This is an optimization exercise on Yosys and OpenROAD, whose aim is small area, a short achievable clock period and few clock cycles per item, not a production implementation.
Function was checked by simulation only, so behaviour that the tests miss may differ from the original.

==> flow/design.v <==
module divider #(MANT_BITS=23, EXP_BITS=8)(
	input wire clk,
	input wire reset_n,
	input wire input_valid,
	input logic [EXP_BITS+MANT_BITS:0] in_a,
	input logic [EXP_BITS+MANT_BITS:0] in_b,
	output logic [EXP_BITS+MANT_BITS:0] data_out,
	output logic output_valid
);
enum logic [2:0]{
	WAIT 		= 3'b000,
	INIT 		= 3'b001,
	CALC_EXP 	= 3'b010,
	INC_EXP 	= 3'b011,
	OVERFLOW 	= 3'b100,
	DATA_OUT 	= 3'b101,
	CHECK		= 3'b110,
	CALC_MANT 	= 3'b111
} ps, ns;
logic [EXP_BITS+MANT_BITS:0] data_a;
logic [EXP_BITS+MANT_BITS:0] data_b;
logic [EXP_BITS+1:0] exp;  
logic [((MANT_BITS)*2+1)-1:0] mant;	 
wire exp_a_0;
wire exp_b_0;
logic need_to_shift;
logic greater_than_max;
logic less_than_min;
logic underflow;
logic [EXP_BITS-1:0] exp_out;
logic signed [EXP_BITS+1:0] e1;  
logic signed [EXP_BITS+1:0] e2;	 
always_ff @ (posedge clk)
begin
	if(ps == WAIT)
		output_valid <= 0;
	else if(ps == INIT)
	begin
		data_a <= in_a;
		data_b <= in_b;
		exp <= 0;
		mant <= 0;
	end
	else if(ps == CALC_MANT)
	begin
		mant <= {exp_a_0,data_a[MANT_BITS-1:0],{MANT_BITS{1'b0}}} / {{MANT_BITS{1'b0}},exp_b_0,data_b[MANT_BITS-1:0]};
	end
	else if(ps == CALC_EXP)
	begin
		if(((e1 - e2) >= 2**(EXP_BITS))) begin
			exp <= 2**(EXP_BITS+1)-1;
			mant <= 0;
		end
		else if((e1 == 2**(EXP_BITS-1)) && (e2 == 2**(EXP_BITS-1))) begin  
			exp <= 2**(EXP_BITS+1)-1;
			mant <= {(MANT_BITS+1)*2{1'b1}};
		end
		else if((e1 != 2**(EXP_BITS-1)) && (e2 == 2**(EXP_BITS-1))) begin  
			exp <= 2**(EXP_BITS-1);  
			mant <= 0;
		end
		else if((e1 == 2**(EXP_BITS-1)) && (e2 != 2**(EXP_BITS-1))) begin  
			exp <= 2**(EXP_BITS+1)-1;
			mant <= 0;
		end
		else if(data_b[EXP_BITS+MANT_BITS-1:0] == 0) begin  
			exp <= 2**(EXP_BITS+1)-1;
			mant <= {(MANT_BITS+1)*2{1'b1}};
		end
		else if(data_a[EXP_BITS+MANT_BITS-1:0] == 0) begin  
			exp <= 2**(EXP_BITS-1);  
			mant <= 0;
		end
		else if(((e1-e2) > 2-2**(EXP_BITS)) && ((e1-e2) < 2**(EXP_BITS))) 
			exp <= e1 - e2 + 2**(EXP_BITS)-1;
		else if(((e1 - e2) == 2-2**(EXP_BITS-1)) && (mant[MANT_BITS*2:MANT_BITS+1] == 0))  
			exp <= 2**(EXP_BITS-1);  
		else if(((e1 - e2) == 2-2**(EXP_BITS-1)) && (mant[MANT_BITS*2:MANT_BITS+1] != 0))
			exp <= 2**(EXP_BITS-1) + 1;  
		else
		begin
			exp <= 2**(EXP_BITS-1);  
			mant <= 0;
		end
		data_out[EXP_BITS+MANT_BITS] <= data_a[EXP_BITS+MANT_BITS] ^ data_b[EXP_BITS+MANT_BITS];
	end
	else if(ps == INC_EXP)
	begin
		if(greater_than_max && (mant[MANT_BITS*2:MANT_BITS] >= 1 || mant == 0) ) begin
			exp <= 2**(EXP_BITS-1) + 2**(EXP_BITS)-1;  
			mant <= 0;
		end
		else if(less_than_min && mant == 0 && !underflow) begin
			exp <= 2**(EXP_BITS-1);  
		end
		else if(less_than_min && mant != 0 && !underflow) begin
			exp <= exp + 1;
			mant <= mant >> 1;
		end
		else if(underflow && mant[MANT_BITS*2:MANT_BITS] == 1) begin
			exp <= 2**(EXP_BITS-1) + 1;  
		end
		else if(underflow && mant[MANT_BITS*2:MANT_BITS] != 1) begin
			exp <= 2**(EXP_BITS-1);  
		end
		else if(mant[MANT_BITS*2:MANT_BITS+1] != 0) 
		begin
			exp <= exp + 1;
			mant <= mant >> 1;
		end
		else if(exp == -(2**(EXP_BITS-1) - 2) + 2**(EXP_BITS) - 1 && mant[MANT_BITS] == 0) begin
			exp <= -(2**(EXP_BITS-1) - 2) + 2**(EXP_BITS) - 2;
		end
		else
		begin
			exp <= exp - 1;
			mant <= mant << 1;
		end
	end
	else if(ps == OVERFLOW)
	begin
		exp <= 2**(EXP_BITS+1)-1;
		mant <= 0;
	end
	else if(ps == DATA_OUT)
	begin
		data_out[EXP_BITS+MANT_BITS-1:0] <= {exp_out,mant[MANT_BITS-1:0]};
		output_valid <= 1;
	end
end
always_comb
begin
	if(data_a[EXP_BITS+MANT_BITS-1:MANT_BITS] != 0)
		e1 = data_a[EXP_BITS+MANT_BITS-1:MANT_BITS] - (2**(EXP_BITS-1)-1);
	else
		e1 = 2-2**(EXP_BITS-1);
end
always_comb
begin
	if(data_b[EXP_BITS+MANT_BITS-1:MANT_BITS] != 0)
		e2 = data_b[EXP_BITS+MANT_BITS-1:MANT_BITS] - (2**(EXP_BITS-1)-1);
	else
		e2 = 2-2**(EXP_BITS-1);
end
always_comb begin
	if(greater_than_max) begin  
		need_to_shift = 1;
	end
	else if(less_than_min) begin  
		need_to_shift = 1;
	end
	else begin  
		if(((mant[MANT_BITS*2:MANT_BITS+1] == 1) || (mant[MANT_BITS*2:MANT_BITS-1] == 1)) && ps == INC_EXP)
			need_to_shift = 0;
		else if(ps != INC_EXP && ((mant[MANT_BITS*2:MANT_BITS] == 1 && exp_out > 0) || (mant[MANT_BITS*2:MANT_BITS] == 0 && exp_out == 0) ))
			need_to_shift = 0;
		else
			need_to_shift = 1;
	end
end
assign greater_than_max = exp > 2**(EXP_BITS-1) - 1 + 2**(EXP_BITS) - 1;
assign less_than_min = exp < -(2**(EXP_BITS-1) - 2) + 2**(EXP_BITS) - 1; 
assign underflow = exp == -(2**(EXP_BITS-1) - 2) + 2**(EXP_BITS) - 1 ; 
assign exp_a_0 = | data_a[EXP_BITS+MANT_BITS-1:MANT_BITS];
assign exp_b_0 = | data_b[EXP_BITS+MANT_BITS-1:MANT_BITS];
assign exp_out = exp - (2**(EXP_BITS)-1) + (2**(EXP_BITS-1)-1);
always_comb
begin
	case(ps)
		WAIT:
			if(input_valid)
				ns = INIT;
			else
				ns = WAIT;
		INIT:
			ns = CALC_MANT;
		CALC_MANT:
			ns = CALC_EXP;
		CALC_EXP:
			ns = CHECK;
		CHECK:
			if(need_to_shift && !exp[EXP_BITS+1])
				ns = INC_EXP;
			else if(exp[EXP_BITS+1])
				ns = OVERFLOW;
			else
				ns = DATA_OUT;
		INC_EXP:
			if(exp[EXP_BITS+1])
				ns = OVERFLOW;
			else if(need_to_shift && !(greater_than_max && mant == 0) && !(less_than_min && mant == 0) && !underflow )
				ns = INC_EXP;
			else
				ns = DATA_OUT;
		OVERFLOW:
			ns = DATA_OUT;
		DATA_OUT:	
			ns = WAIT;
	endcase
end
always_ff @ (posedge clk, negedge reset_n)
begin
	if(!reset_n)
		ps <= WAIT;
	else
		ps <= ns;
end
endmodule
==> flow/run.sh <==
#!/bin/bash
# synth_recipe.tcl (not shown) runs the flow's synth.tcl, then flattens the netlist and writes it again
# the make line also repeats each setting of config.mk as NAME=value (left out here)
make -C /OpenROAD-flow-scripts/flow DESIGN_CONFIG=/design/flow/config.mk WORK_HOME=/design/flow/orfs CLKGATE_MAP_FILE= SYNTH_SCRIPT=/design/flow/synth_recipe.tcl finish
==> flow/config.mk <==
export PLATFORM = sky130hd
export DESIGN_NAME = divider
export DESIGN_NICKNAME = divider
export VERILOG_FILES = /design/flow/design.v
export SDC_FILE = /design/flow/constraint.sdc
export NUM_CORES = 4
export LEC_CHECK = 0
export CAP_MARGIN = 20
export CORE_MARGIN = 2
export CORE_UTILIZATION = 40
export SLEW_MARGIN = 20
==> flow/constraint.sdc <==
create_clock -name core_clock -period 160.0 [get_ports {clk}]
set_input_delay 32.0000 -clock core_clock [delete_from_list [all_inputs] [get_ports {clk}]]
set_output_delay 32.0000 -clock core_clock [all_outputs]
set_load 0.01 [all_outputs]
==> impl_metrics.csv, run 1 <==
group,metric,value,unit
outcome,status,"timing/DRC/antenna clean",
sta,fmax,6.71,MHz
placement,io_buffers,99,
setup_path,critPathBufInv,53,
job,drv_cap,0,
final_layout,ff_latch_area,4690,um^2
setup_path,worst-path-max-fanout,47,
route,antenna_left,0,
clock_network,cts_hold_buf,0,
grt,grt_pass1_vias,66000,
synthesis,ys_ff_latch,157,
sta,finalWorstSetupSlack,10.87,ns
grt,grt_first_pass_wirelength,392000,um
synthesis,yosysTopAreaCell,"ha_1",
setup_path,rr_endpoint,"mant[0]",
die,start_util,40.2,%
synthesis,synth_fa_ha_area_share,16.6,%
setup_path,rr_worst_depth,777,
route,routedWlPerCell,22.6,um
synthesis,synth-simple-area-share,26.8,%
setup_path,crit_family,"compound AO/OA/AOI/OAI gates",
setup_path,crit_end,"mant[0]",
clock_network,clock_tree.buffer_depth,2,
hold_path,holdPathStages,2,
die,die_h,405,um
setup_path,crit_top_cell,"a21o_1",
synthesis,synth_edf_count,153,
synthesis,synth_ff_type,"edfxtp_1",
die,core,160000,um^2
final_layout,area_delta_synth_final,11.3,%
clock_network,htreeDepth,4,
die,dieArea,164000,um^2
final_layout,drive_gt1_share,11.2,%
clock_network,cts_tree,"built",
hold_path,min_to,"output_valid",
final_layout,fin_area,71600,um^2
synthesis,async_flop_share,1.91,%
synthesis,yosysWarningCount,1,
setup_path,cp_data_required_time,160.23,ns
synthesis,synth_cells,9169,
synthesis,synthMuxAreaShare,3.70,%
synthesis,synth_xor_area_share,9.34,%
sta,hold_ws,0.492,ns
placement,dp_slack,-2.27,ns
die,die_w,405,um
route,first_pass_iters,6,
clock_network,cts-root-buf,"clkbuf_16",
setup_path,rr_startpoint,"data_a[28]",
setup_path,r2r_slack,10.87,ns
synthesis,synth_cell_types,145,
route,wl,260000,um
placement,placed_area,68800,um^2
clock_network,clk_pin_slew,0.07,ns
route,drc_errors,0,
clock_network,cts.sink_count,157,
final_layout,final_core_util,44.7,%
hold_path,hold_path.class,"register to register",
setup_path,cpPeakStageDelay,0.56,ns
final_layout,multi_input_area,58500,um^2
route,detailedRoute.firstIterationViolations,6716,
setup_path,crit_type,"register to register",
synthesis,synth_compound_area_share,31.9,%
final_layout,layout_common_cells,"nor2_1 (907), a21oi_1 (885), ha_1 (845)",
synthesis,yosysSeqAreaShare,7.29,%
grt,grt.total_usage,30.2,%
setup_path,worstPathArrival,149.36,ns
hold_path,hp-start,"output_valid",
synthesis,synth_top_family_by_area,"compound AO/OA/AOI/OAI gates",
placement,gp_congestion,0.983,
final_layout,nNetsFinal,10300,
grt,overflow,0,
sta,finalCriticalPeriod,149.13,ns
clock_network,numCtsBuffers,17,
sta,finalSetupViolCount,0,
route,via_count,71800,
synthesis,synthTopCellsByArea,"ha_1 (17%), a21oi_1 (7.3%), edfxtp_1 (7.1%), xnor2_1 (6.0%), nor2_1 (5.4%)",
clock_network,clk_latency,0.52,ns
sta,finalCritPeriodShare,93.2,%
final_layout,final_common_cell,"nor2_1",
sta,worst_pin_slew,1.10,ns
die,pin_count,100,
route,vias_per_cell,6.24,
synthesis,yosysTopAreaCellShare,16.5,%
sta,drv_slew,0,
synthesis,syn-num-nets,10100,
setup_path,path_depth,913,
setup_path,startpoint_type,"register",
setup_path,cp-startpoint,"data_a[28]",
sta,relSlewSlack,26.3,%
sta,fin_skew,0.0223,ns
placement,hpwl,205000,um
setup_path,critPathSlowestCell,"or4_1",
grt,antenna_found_initial,3,
final_layout,nFillCells,16500,
die,num_rows,147,
synthesis,synth_area,64300,um^2
grt,grt_start_max_net_pins,77,
synthesis,syn_avg_cell_area,7.02,um^2
sta,finalHoldViolCount,0,
setup_path,endpoint_kind,"register",
==> layout make-up <==
class	count	share of cell area, %
diodes	1	0.00350
clock buffers	17	0.594
clock inverters	15	0.266
inverters	388	2.03
multi-input cells	8326	81.7
flip-flops and latches	157	6.55
well taps	2160	3.77
repair buffers	443	5.12
==> Yosys cell counts (103+ instances only) <==
| cell type | number |
|---|---|
| clkbuf_1 | 190 |
| nand2_1 | 807 |
| o21a_1 | 257 |
| nor2_1 | 926 |
| edfxtp_1 | 153 |
| ha_1 | 850 |
| nand2b_1 | 207 |
| a21oi_1 | 936 |
| or2_2 | 113 |
| xor2_1 | 235 |
| xnor2_1 | 443 |
| nor3_1 | 288 |
| a31oi_1 | 103 |
| a21o_1 | 369 |
| nand3_1 | 292 |
| nand4_1 | 153 |
| mux2_2 | 149 |
| o31ai_1 | 117 |
| inv_1 | 383 |
| o21ai_0 | 521 |
==> logic make-up (layout without fill, tap and decap cells) <==
kind of cell | Yosys count | count (layout)
and+or+nand+nor | 3469 | 3470
AOI/OAI and AO/OA | 3105 | 3105
adders and majority gates | 852 | 852
buffers and inverters | 687 | 863
xor gates and xnor gates | 682 | 682
muxes | 217 | 217
DFF | 157 | 157
other | 0 | 1
==> sequential cells by signal (all words and copies together), names as in the netlist <==
signal / count
ps: 3
mant: 47
data_a: 32
exp: 10
data_b: 32
output_valid: 1
data_out: 32
==> metal layers <==
metal  wire length [um]  track usage, %  vias up
li1                   -               -    34700
met1             124000            44.3    34200
met2             111000            46.7     2539
met3              18400            3.12      323
met4               6870            7.50        0
met5                  0               0        -
==> per-stage QoR <==
| step | TNS [ns] | cells |
|---|---|---|
| 2_1_floorplan | 0 | 9169 |
| 3_3_place_gp | -0.530 | 11400 |
| 3_5_place_dp | -2.27 | 11400 |
| 4_1_cts | 0 | 11400 |
| 5_1_grt | -0.569 | 11500 |
| 6_report | 0 | 11500 |
==> repair_timing <==
action                     4_1_cts  5_1_grt
setup endpoints to repair        2        4
gates cloned                     0        1
buffers inserted                 0       93
gates resized for setup         32      360
pin swaps                        0       54
Testbench counts, summed over its fixed seeds: cycles 20,773, items 3,200.
==> inputs of run 2 (changes only) <==
==> flow/design.v (replaced) <==
module divider #(MANT_BITS=23, EXP_BITS=8)(
	input wire clk,
	input wire reset_n,
	input wire input_valid,
	input logic [EXP_BITS+MANT_BITS:0] in_a,
	input logic [EXP_BITS+MANT_BITS:0] in_b,
	output logic [EXP_BITS+MANT_BITS:0] data_out,
	output logic output_valid
);
localparam int K  = 8;
localparam int NC = 24 / K;
localparam logic [2:0] S_IDLE = 3'd0, S_FAST = 3'd1, S_DONE = 3'd2, S_CLR0 = 3'd3,
                       S_CLR  = 3'd4, S_DIV  = 3'd5, S_INFC = 3'd6;
logic [2:0]  st, st_n;
logic [1:0]  fc;                  
logic [24:0] R, R_n;              
logic [23:0] B, B_n;              
logic [23:0] Q, Q_n;              
logic signed [9:0] X, X_n;        
logic [7:0]  ea_r, eb_r;
logic        s_r;
logic        ov_n;
always_ff @(posedge clk) begin
	ea_r <= in_a[30:23];
	eb_r <= in_b[30:23];
	s_r  <= in_a[31] ^ in_b[31];
end
wire [24:0] a_in = {1'b0, |in_a[30:23], in_a[22:0]};
wire [23:0] b_in = {|in_b[30:23], in_b[22:0]};
logic [24:0] r [0:K];
logic [K-1:0] q;                  
always_comb begin
	r[0] = R;
	for (int i = 0; i < K; i++) begin
		logic [25:0] d;
		d = {1'b0, r[i]} - {2'b0, B};
		q[K-1-i] = ~d[25];
		r[i+1] = d[25] ? {r[i][23:0], 1'b0} : {d[23:0], 1'b0};
	end
end
wire [7:0] eap = (ea_r == 8'd0) ? 8'd1 : ea_r;
wire [7:0] ebp = (eb_r == 8'd0) ? 8'd1 : eb_r;
wire signed [9:0] ea_s = {2'b0, eap};
wire signed [9:0] eb_s = {2'b0, ebp};
wire signed [9:0] Ef = ea_s - eb_s + 10'sd127;
wire a_max = &ea_r;
wire b_max = &eb_r;
wire a_min = ~|ea_r;
wire b_min = ~|eb_r;
wire a_zero = a_min && (R[22:0] == 23'd0);       
wire b_zero = b_min && (B == 24'd0);
wire inf_sp  = a_max || (!b_max && b_zero);
wire zero_sp = b_max || a_zero;
wire q_zero = (Q == 24'd0);
wire last   = (fc == 2'(NC-1));
wire q23    = (NC == 1) ? q[K-1] : Q[K*(NC-1)-1];
wire signed [9:0] Xfast = Ef - {9'd0, ~q23};
wire fast_ok = !a_max && !b_max && !a_min && !b_min && (Xfast >= 10'sd1) && (Xfast <= 10'sd254);
wire zf = (X <= Ef);              
wire signed [9:0] Xm1 = X - 10'sd1;
wire start = input_valid && (st == S_IDLE || st == S_DONE);
always_comb begin
	st_n = st;
	R_n  = r[1];
	Q_n  = {Q[22:0], 1'b0};
	X_n  = X;
	B_n  = b_in;
	case (st)
		S_IDLE, S_DONE: begin
			st_n = start ? S_FAST : S_IDLE;
			R_n  = a_in;
		end
		S_FAST: begin
			R_n = r[K];
			if (last && !q23) Q_n = {Q[22-K:0], q, 1'b0};
			else              Q_n = {Q[23-K:0], q};
			X_n = Xfast;
			if (last) st_n = fast_ok ? S_DONE : S_CLR0;
		end
		S_CLR0: begin
			R_n  = a_in;
			X_n  = Ef + 10'sd24;
			st_n = S_CLR;
		end
		S_CLR: begin
			R_n = a_in;
			B_n = B[23] ? B : {B[22:0], 1'b0};
			X_n = B[23] ? X : X + 10'sd1;
			if (q_zero && (B[23] || inf_sp || zero_sp)) begin
				if (inf_sp) begin
					X_n = 10'sd255; st_n = S_DONE;
				end else if (zero_sp || X <= 10'sd1) begin
					X_n = 10'sd0; st_n = S_DONE;
				end else
					st_n = S_DIV;
			end
		end
		S_DIV: begin
			B_n = B;
			Q_n = {Q[22:0], q[K-1] & ~zf};
			X_n = Xm1;
			if (Q[22]) begin
				if (Xm1 >= 10'sd256 || (Xm1 == 10'sd255 && Xm1 <= Ef)) st_n = S_INFC;
				else st_n = S_DONE;
			end else if (X <= 10'sd2 || (zf && q_zero)) begin
				X_n = 10'sd0; st_n = S_DONE;
			end
		end
		S_INFC: begin
			X_n = 10'sd255;
			if (q_zero) st_n = S_DONE;
		end
		default: st_n = S_IDLE;
	endcase
end
assign ov_n = (st_n == S_DONE);
always_ff @(posedge clk, negedge reset_n) begin
	if (!reset_n) begin
		st <= S_IDLE;
		output_valid <= 1'b0;
	end else begin
		st <= st_n;
		output_valid <= ov_n;
	end
end
always_ff @(posedge clk) begin
	fc <= (st == S_FAST) ? fc + 2'd1 : 2'd0;
	R <= R_n;
	B <= B_n;
	Q <= Q_n;
	X <= X_n;
end
assign data_out = {s_r, X[7:0], Q[22:0]};
endmodule
--- a/flow/config.mk
+++ b/flow/config.mk
@@ -9,3 +9,3 @@
 export CORE_MARGIN = 2
-export CORE_UTILIZATION = 40
+export CORE_UTILIZATION = 60
 export SLEW_MARGIN = 20
==> impl_metrics.csv, run 2 <==
group,metric,value,unit
outcome,status,"timing/DRC/antenna clean",
clock_network,clock_tree.buffer_depth,2,
route,drc_errors,0,
die,core,28500,um^2
sta,worst_pin_slew,1.11,ns
setup_path,r2r_slack,129.10,ns
die,die_w,174,um
final_layout,nFillCells,2590,
clock_network,numCtsBuffers,9,
setup_path,crit_chain,"clkdlybuf4s50_1",
setup_path,endpoint_kind,"output pin",
route,antenna_left,0,
clock_network,cts_setup_buffers,0,
die,pin_count,100,
synthesis,yosysTopAreaCell,"ha_1",
setup_path,crit_type,"register to output pin",
setup_path,worstPathArrival,1.62,ns
clock_network,cts_resized,0,
synthesis,syn_avg_cell_area,7.68,um^2
setup_path,startpoint_type,"register",
setup_path,worst-path-max-fanout,11,
grt,antenna_found_initial,0,
final_layout,max_flop_register,"R",
synthesis,synthTopCellsByArea,"ha_1 (16%), dfxtp_1 (7.9%), xnor2_1 (6.4%), edfxtp_1 (5.9%), a21oi_1 (5.7%)",
die,dieArea,30200,um^2
synthesis,ys_ff_latch,106,
final_layout,layout_common_cells,"ha_1 (224), a21oi_1 (198), nor2_1 (182)",
clock_network,cts.sink_count,106,
clock_network,htreeDepth,3,
setup_path,crit_family,"flip-flops",
route,via_count,17400,
synthesis,synth_cell_types,97,
synthesis,syn-num-nets,2547,
sta,finalCriticalPeriod,33.62,ns
grt,overflow,0,
route,first_pass_iters,6,
synthesis,synth_most_common_cell,"ha_1",
clock_network,clk_latency,0.38,ns
final_layout,multi_input_area,13900,um^2
final_layout,antenna_cells,0,
final_layout,ff_latch_area,2480,um^2
final_layout,drive_gt1_share,7.03,%
die,start_util,60.6,%
setup_path,critPathBufInv,1,
placement,io_buffers,99,
final_layout,fin_area,18600,um^2
sta,fmax,29.7,MHz
sta,fin_skew,0.0130,ns
sta,setup_tns,0,ns
placement,gp_congestion,0.957,
sta,grt_setup_unrepaired,"no",
synthesis,synthTopCellsByCount,"ha_1 (224), a21oi_1 (198), nor2_1 (183), nand2_1 (175), o21ai_0 (150)",
sta,finalSetupViolCount,0,
sta,relSlewSlack,26.1,%
synthesis,async_flop_share,3.77,%
sta,drv_slew,0,
synthesis,synth_edf_count,34,
synthesis,synth_cells,2253,
clock_network,cts_tree,"built",
route,wl,54000,um
setup_path,critPathSlowestCell,"edfxtp_1",
grt,grt_pass1_vias,16400,
die,die_h,174,um
die,num_rows,62,
clock_network,cts_hold_buf,0,
job,drv_cap,0,
sta,finalCritPeriodShare,21.0,%
grt,grt_start_max_net_pins,50,
route,vias_per_cell,6.55,
synthesis,synth_ff_type,"dfxtp_1",
placement,hpwl,43000,um
synthesis,yosysTopAreaCellShare,16.2,%
setup_path,cpPeakStageDelay,0.62,ns
synthesis,synth_area,17300,um^2
placement,placed_area,18300,um^2
hold_path,hold_path.class,"register to register",
clock_network,clk_pin_slew,0.08,ns
final_layout,largestRegisters,"R (25), B (24), Q (24)",
grt,grt_first_pass_wirelength,86100,um
route,detailedRoute.firstIterationViolations,1788,
synthesis,yosysWarningCount,2,
final_layout,largest_reg_flops,25,
final_layout,area_delta_synth_final,7.63,%
grt,grt.total_usage,35.2,%
route,routedWlPerCell,20.3,um
setup_path,cp_data_required_time,128.00,ns
final_layout,final_common_cell,"ha_1",
final_layout,nNetsFinal,2566,
clock_network,cts-root-buf,"clkbuf_16",
synthesis,yosysSeqAreaShare,14.3,%
sta,finalHoldViolCount,0,
==> run 2: cell count changes in the layout (fill, tap and decap cells not counted), sizes merged, moves of 318 or more <==
cell   change
ha       -626
o21ai    -400
a21oi    -740
buf      -331
xnor2    -318
nand2    -633
nor2     -745
==> run 2: cell type report <==
| cell class | instances | area share [%] |
|---|---|---|
| Clock inverter | 5 | 0.249 |
| Inverter | 115 | 2.32 |
| Tap cell | 384 | 2.58 |
| Clock buffer | 11 | 1.30 |
| Timing Repair Buffer | 112 | 5.84 |
| Multi-Input combinational cell | 1928 | 74.4 |
| Sequential cell | 106 | 13.3 |
==> run 2: worst paths after layout <==
check / startpoint / end / cells past startpoint
worst min-delay path: fc[0] / fc[0] / 1
worst max register to register: B[1] / R[14] / 101
worst min register to register: fc[0] / fc[0] / 1
worst max-delay path: X[0] / data_out[23] / 1
min in group asynchronous: reset_n / st[2] / 1
max in group asynchronous: reset_n / st[1] / 1
==> run 2: logic make-up (layout without fill, tap and decap cells) <==
kind of cell,count (synthesis),count (layout),synth area share [%]
AOI/OAI and AO/OA,702,702,26.1
and+or+nand+nor,687,687,19.5
adders and majority gates,227,227,16.5
buffers and inverters,219,243,5.82
xor gates and xnor gates,190,190,9.66
muxes,122,122,8.03
DFF,106,106,14.3
==> run 2: layer usage <==
layer	global-route usage [%]	share of wire (%)	vias to the layer above
li1	-	-	8329
met1	50.3	47	8339
met2	55.2	43	686
met3	4.93	7.7	75
met4	10.1	2.4	0
met5	0	0	-
==> run 2: per-stage QoR <==
step | hold slack [ns] | util [%] | setup WS (ns) | instances
floorplan | 0.393 | - | 127.15 | 2253
global placement | 0.400 | 64.2 | 126.59 | 2645
detailed placement | 0.410 | 64.2 | 126.52 | 2645
CTS | 0.421 | 65.2 | 126.40 | 2661
global route | 0.445 | 65.2 | 126.35 | 2661
finish | 0.421 | 65.2 | 126.38 | 2661
Testbench counts of run 2, summed over its fixed seeds: cycles 12,800, items 3,200.
==> inputs of run 3 (changes only) <==
==> flow/flow/run.sh (new file) <==
#!/bin/bash
cp standard.sh standard_sh.log
export BUFFER_PORTS_ARGS="-buffer_cell sky130_fd_sc_hd__buf_1"
bash standard.sh > standard.log 2>&1
==> flow/standard.sh (new file) <==
#!/bin/bash
# synth_recipe.tcl (not shown) runs the flow's synth.tcl, then flattens the netlist and writes it again
# the make line also repeats each setting of config.mk as NAME=value (left out here)
make -C /OpenROAD-flow-scripts/flow DESIGN_CONFIG=/design/flow/config.mk WORK_HOME=/design/flow/orfs CLKGATE_MAP_FILE= SYNTH_SCRIPT=/design/flow/synth_recipe.tcl "${@:-finish}"
removed: flow/run.sh
==> impl_metrics.csv, run 3 <==
group,metric,value,unit
sta,grt_setup_unrepaired,"no",
grt,grt.total_usage,34.5,%
job,drv_cap,0,
sta,finalCriticalPeriod,33.18,ns
clock_network,cts_setup_buffers,0,
die,die_h,174,um
route,drc_errors,0,
synthesis,synth_area,17300,um^2
setup_path,critPathSlowestCell,"edfxtp_1",
clock_network,cts_hold_buf,0,
final_layout,nNetsFinal,2567,
clock_network,cts-root-buf,"clkbuf_16",
setup_path,endpoint_kind,"output pin",
clock_network,cts.sink_count,106,
synthesis,yosysSeqAreaShare,14.3,%
die,pin_count,100,
synthesis,yosysTopAreaCellShare,16.2,%
clock_network,cts_tree,"built",
setup_path,worst-path-max-fanout,11,
synthesis,synthTopCellsByCount,"ha_1 (224), a21oi_1 (198), nor2_1 (183), nand2_1 (175), o21ai_0 (150)",
final_layout,max_flop_register,"R",
die,start_util,60.6,%
sta,relSlewSlack,31.2,%
synthesis,ys_ff_latch,106,
sta,fin_skew,0.0158,ns
sta,finalCritPeriodShare,20.7,%
grt,antenna_found_initial,0,
placement,io_buffers,99,
final_layout,area_delta_synth_final,4.11,%
sta,setup_tns,0,ns
synthesis,syn_avg_cell_area,7.68,um^2
clock_network,htreeDepth,3,
synthesis,synth_edf_count,34,
sta,finalSetupViolCount,0,
setup_path,worstPathArrival,1.18,ns
route,routedWlPerCell,19.9,um
grt,grt_pass1_vias,15900,
synthesis,syn-num-nets,2547,
setup_path,startpoint_type,"register",
clock_network,clk_pin_slew,0.07,ns
grt,overflow,0,
route,wl,53000,um
setup_path,rr_worst_depth,102,
setup_path,crit_chain,"buf_1",
clock_network,clock_tree.buffer_depth,2,
clock_network,cts_resized,0,
sta,hold_ws,0.415,ns
final_layout,antenna_cells,0,
synthesis,synth_cell_types,97,
die,die_w,174,um
synthesis,synth_ff_type,"dfxtp_1",
final_layout,layout_common_cells,"ha_1 (224), a21oi_1 (198), nor2_1 (182)",
setup_path,crit_type,"register to output pin",
final_layout,drive_gt1_share,7.02,%
die,core,28500,um^2
setup_path,cpPeakStageDelay,0.60,ns
setup_path,crit_family,"flip-flops",
synthesis,synth_cells,2253,
placement,gp_congestion,0.959,
hold_path,hold_path.class,"register to register",
sta,worst_pin_slew,1.03,ns
synthesis,yosysWarningCount,2,
final_layout,largestRegisters,"R (25), B (24), Q (24)",
route,via_count,17300,
hold_path,holdPathStages,1,
outcome,status,"timing/DRC/antenna clean",
die,dieArea,30200,um^2
final_layout,final_common_cell,"ha_1",
grt,grt_first_pass_wirelength,83700,um
die,num_rows,62,
synthesis,yosysTopAreaCell,"ha_1",
route,first_pass_iters,8,
clock_network,numCtsBuffers,9,
synthesis,async_flop_share,3.77,%
synthesis,synthTopCellsByArea,"ha_1 (16%), dfxtp_1 (7.9%), xnor2_1 (6.4%), edfxtp_1 (5.9%), a21oi_1 (5.7%)",
sta,finalHoldViolCount,0,
sta,drv_slew,0,
final_layout,largest_reg_flops,25,
setup_path,critPathBufInv,1,
sta,fmax,30.1,MHz
setup_path,path_depth,1,
route,detailedRoute.firstIterationViolations,1672,
setup_path,cp_data_required_time,128.00,ns
synthesis,synth_most_common_cell,"ha_1",
sta,finalWorstSetupSlack,126.82,ns
route,antenna_left,0,
placement,dp_slack,126.89,ns
grt,grt_start_max_net_pins,50,
placement,hpwl,42600,um
route,vias_per_cell,6.50,
clock_network,clk_latency,0.38,ns
## run 3: cells by family after synthesis
group           share of synthesized area [%]
flops                                    14.3
buf+inv                                  5.82
fa+ha+maj                                16.5
simple gates                             19.5
xor+xnor                                 9.66
compound gates                           26.1
mux                                      8.03
## run 3: metrics by stage
step	utilization, %	std cells	instance area (um^2)
final	63.1	2662	18000
after global routing	63.1	2662	18000
after CTS	63.1	2662	18000
after detailed placement	62.1	2646	17700
after global placement	62.1	2646	17700
after floorplan	-	2253	17300
## run 3: area by class of cell
cell class,instances,area [um^2]
Clock buffer,10,250
Clock inverter,6,42.5
Tap cell,384,480
Multi-Input combinational cell,1928,13900
Sequential cell,106,2480
Inverter,115,432
Fill cell,2697,10500
Timing Repair Buffer,113,477
## run 3: path summary, 6_finish.rpt
check / from / end / slack, ns
min in group asynchronous: reset_n / st[0] / 31.45
hold reg to reg: fc[0] / fc[0] / 0.42
setup reg to reg: B[1] / R[13] / 129.84
max in group asynchronous: reset_n / output_valid / 128.36
setup / recovery: X[1] / data_out[24] / 126.82
hold / removal: fc[0] / fc[0] / 0.42
## run 3: layer usage
| metal | GRT usage, % | up-vias | routed length (um) |
|---|---|---|---|
| met5 | 0 | - | 0 |
| met4 | 10.5 | 0 | 1390 |
| met3 | 5.18 | 89 | 4260 |
| met2 | 53.2 | 693 | 22300 |
| met1 | 49.5 | 8201 | 25000 |
| li1 | - | 8333 | - |

==> port drivers added, routing unchanged <==
How much do the figures lean on ideal ports? The routed layouts below were timed once more, with nothing changed but the port constraints.
Step 1 assumes that a clkbuf_16 drives the clock port and a buf_2 every other input.
Step 2 moves the port delays by t, midway between the first and last clock arrival at a register: inputs arrive t later, outputs are due t later. That takes back most of the time a late clock gives input paths.
Slacks: ideal / step 1 / step 2; pairs: ideal / step 1.
run	t (ns)	setup slack, ns	latest minus earliest clock arrival (ns)	pins driven straight from the clock port
run 1	0.561	10.868 / 10.868 / 10.868	0.022 / 0.022	1
run 2	0.425	126.376 / 126.322 / 126.500	0.014 / 0.015	1
run 3	0.422	126.824 / 126.772 / 126.867	0.016 / 0.017	1
After both steps every run listed still meets setup and hold.
